Source: an optimization exercise on an open RTL-to-GDS flow (aim: small area and a short achievable clock period). Production flows keep margins and buffers that such runs may drop.
The RTL was checked by simulation tests, not by an equivalence proof against the original design.

==> v6 <==
## cubic_fixed
module cubic_fixed #(
    parameter int WID     = 16,    
    parameter int FBITS   = 8      
)(
    input  logic                        clk,
    input  logic                        rst,
    input  logic signed [WID-1:0]       x,
    input  logic signed [WID-1:0]       a0,
    input  logic signed [WID-1:0]       a1,
    input  logic signed [WID-1:0]       a2,
    output logic signed [WID-1:0]       y
);
    wire        s_in = x[15];
    wire [11:0] u = x[11:0] ^ {12{s_in}};
    wire        x2sat_in = (x >= 16'sd2897) || (x <= -16'sd2897);
    wire        x3sat_in = (x >= 16'sd1291) || (x <= -16'sd1291);
    wire sq_s0, sq_c0;
    wire sq_s1, sq_c1;
    wire sq_s2, sq_c2;
    wire sq_s3, sq_c3;
    wire sq_s4, sq_c4;
    wire sq_s5, sq_c5;
    wire sq_s6, sq_c6;
    wire sq_s7, sq_c7;
    wire sq_s8, sq_c8;
    wire sq_s9, sq_c9;
    wire sq_s10, sq_c10;
    wire sq_s11, sq_c11;
    wire sq_s12, sq_c12;
    wire sq_s13, sq_c13;
    wire sq_s14, sq_c14;
    wire sq_s15, sq_c15;
    wire sq_s16, sq_c16;
    wire sq_s17, sq_c17;
    wire sq_s18, sq_c18;
    wire sq_s19, sq_c19;
    wire sq_s20, sq_c20;
  ...
export LEC_CHECK = 0
export ABC_AREA = 1
export CAP_MARGIN = 20
export CORE_MARGIN = 2
export CORE_UTILIZATION = 40
export GPL_TIMING_DRIVEN = 0
export SLEW_MARGIN = 20
create_clock -name core_clock -period 15.0 [get_ports {clk}]
run.sh (not shown) runs the stock make flow with config.mk's settings and CLKGATE_MAP_FILE= SYNTH_SCRIPT=/design/flow/synth_recipe.tcl, a recipe that flattens the netlist after the stock synthesis.
==> v26 (differences from v6) <==
Settings changed: GPL_TIMING_DRIVEN 0 to default.
==> flow_metrics.tcl <==
set metrics [dict create \
    dr_wl_met2_mm 33.17 \
    fin_ws_ns 8.077 \
    worstPathRequired_ns 12.00 \
    final_cell_mix "inv_1, nand2_1, xor2_1" \
    antenna_found_initial 1 \
    place_area_um2 27480 \
    final_core_util 0.4376 \
    multi_input_area_share 0.7078 \
    r2r_setup_slack_ns 8.10 \
    grt_max_degree 31 \
    status "no timing/DRC/antenna violations" \
    cp-startpoint "ax1_s1[1]" \
]
Source of the figures above: v26

==> flow_metrics.tcl <==
set metrics [dict create \
    status "no timing/DRC/antenna violations" \
    crit_path_start_kind "flop" \
    worstPathRequired_ns 15.36 \
    final_core_util 0.4418 \
    r2r_setup_slack_ns 7.59 \
    place_area_um2 27780 \
    multi_input_area_share 0.6999 \
    fin_ws_ns 7.588 \
]
Source of the figures above: v6


* * *

==> inputs of run a <==
Another version of the RTL of cubic_fixed (not shown whole).
Settings: LEC_CHECK=0, ABC_AREA=1, CAP_MARGIN=20, CORE_MARGIN=2, CORE_UTILIZATION=40, SLEW_MARGIN=20, SYNTH_HIERARCHICAL=1; clock period 15.0 ns.
standard.sh (not shown) runs the stock make flow with config.mk's settings and CLKGATE_MAP_FILE= SYNTH_SCRIPT=/design/flow/synth_recipe.tcl, a recipe that flattens the netlist after the stock synthesis.
==> flow/flow/run.sh <==
#!/bin/bash
# Standard ORFS layout (the standard.sh) with two changes:
#  - port buffers use buf_4 instead of the default delay-buffer cell;
#  - timing repair (after floorplan, CTS and global routing) aims for
#    8.5 ns of setup slack at the 15 ns clock, so the resizer sizes the
#    critical paths.  The SDC (clock period, I/O delays, load) is unchanged.
# Each ORFS step writes its own log under orfs/logs/; make's output goes to
# standard.log.
set -euo pipefail
export BUFFER_PORTS_ARGS="-buffer_cell sky130_fd_sc_hd__buf_4"
export SETUP_SLACK_MARGIN=8.5
bash standard.sh > standard.log 2>&1
==> inputs of run b, as changes to run a <==
--- a/flow/config.mk
+++ b/flow/config.mk
@@ -9,5 +9,6 @@
 export CAP_MARGIN = 20
 export CORE_MARGIN = 2
-export CORE_UTILIZATION = 40
+export CORE_UTILIZATION = 60
+export PLACE_DENSITY = 0.7
 export SLEW_MARGIN = 20
 export SYNTH_HIERARCHICAL = 1
==> inputs of run c, as changes to run a <==
==> flow/flow/run.sh (replaced) <==
#!/bin/bash
# Standard ORFS layout (the standard.sh) with two changes:
#  - port buffers use buf_4 instead of the default delay-buffer cell;
#  - timing repair (after floorplan, CTS and global routing) aims for
#    9 ns of setup slack at the 15 ns clock, so the resizer sizes the
#    critical paths.  The SDC (clock period, I/O delays, load) is unchanged.
# Each ORFS step writes its own log under orfs/logs/; make's output goes to
# standard.log.
set -euo pipefail
export BUFFER_PORTS_ARGS="-buffer_cell sky130_fd_sc_hd__buf_4"
export SETUP_SLACK_MARGIN=9
bash standard.sh > standard.log 2>&1
==> comparison table <==
| item | run a | run b | run c |
|---|---|---|---|
| Vias in the first global route | 20130 | 22348 | 21305 |
| Overall track demand over capacity in global routing | 24.5% | 37.9% | 25.3% |
| Number of fillers in the final layout | 5917 | 3403 | 5766 |
| Setup repair after global routing missed its margin | false | true | true |
| Die Wd | 247 um | 202 um | 247 um |
| Net count reported at finish | 3638 | 3625 | 3714 |
| Site Rows | 89 | 72 | 89 |
| Result of the run | no timing/DRC/antenna violations | no timing/DRC/antenna violations | no timing/DRC/antenna violations |
| Launching element type of the critical path | input pin | register | register |
| Met3 WL | 6690 um | 7420 um | 7600 um |
| Repair and plain buffers | 127 | 116 | 197 |
| Proportion of cell area occupied by multi-input gates | 75.8% | 76.9% | 74.3% |
| Multi-input combinational cell area | 19600 um2 | 19700 um2 | 20700 um2 |

re-timing with driven ports:
In the flow no input, the clock included, has a driving cell. The finished layouts below were timed again as built, in two steps.
Step 1, drivers: a clkbuf_16 drives clk and a buf_2 each remaining input, both assumed.
Step 2 also shifts input and output timing later by t, the mid clock arrival at the registers, as if the neighbouring blocks saw the same clock.
Three values: no drivers, after step 1, after step 2; two values: the first two.
| run | t, ns | setup WS [ns] | worst hold slack (ns) | latest minus earliest clock arrival (ns) |
|---|---|---|---|---|
| v6 | 0.547 | 7.588 / 7.588 / 7.588 | 0.416 / 0.416 / 0.416 | 0.018 / 0.018 |
| v26 | 0.550 | 8.077 / 8.017 / 8.102 | 0.424 / 0.424 / 0.424 | 0.019 / 0.019 |
| run a | 0.532 | 8.705 / 8.740 / 8.208 | 0.410 / 0.410 / 0.410 | 0.020 / 0.021 |
| run b | 0.531 | 8.771 / 8.771 / 8.288 | 0.419 / 0.419 / 0.419 | 0.024 / 0.024 |
| run c | 0.539 | 9.108 / 9.108 / 8.574 | 0.413 / 0.413 / 0.413 | 0.018 / 0.018 |
After both steps setup and hold are still met in every run listed. For run c, which loses most, drivers alone change the setup slack by 0.000 ns; drivers and shift together by -0.534 ns.
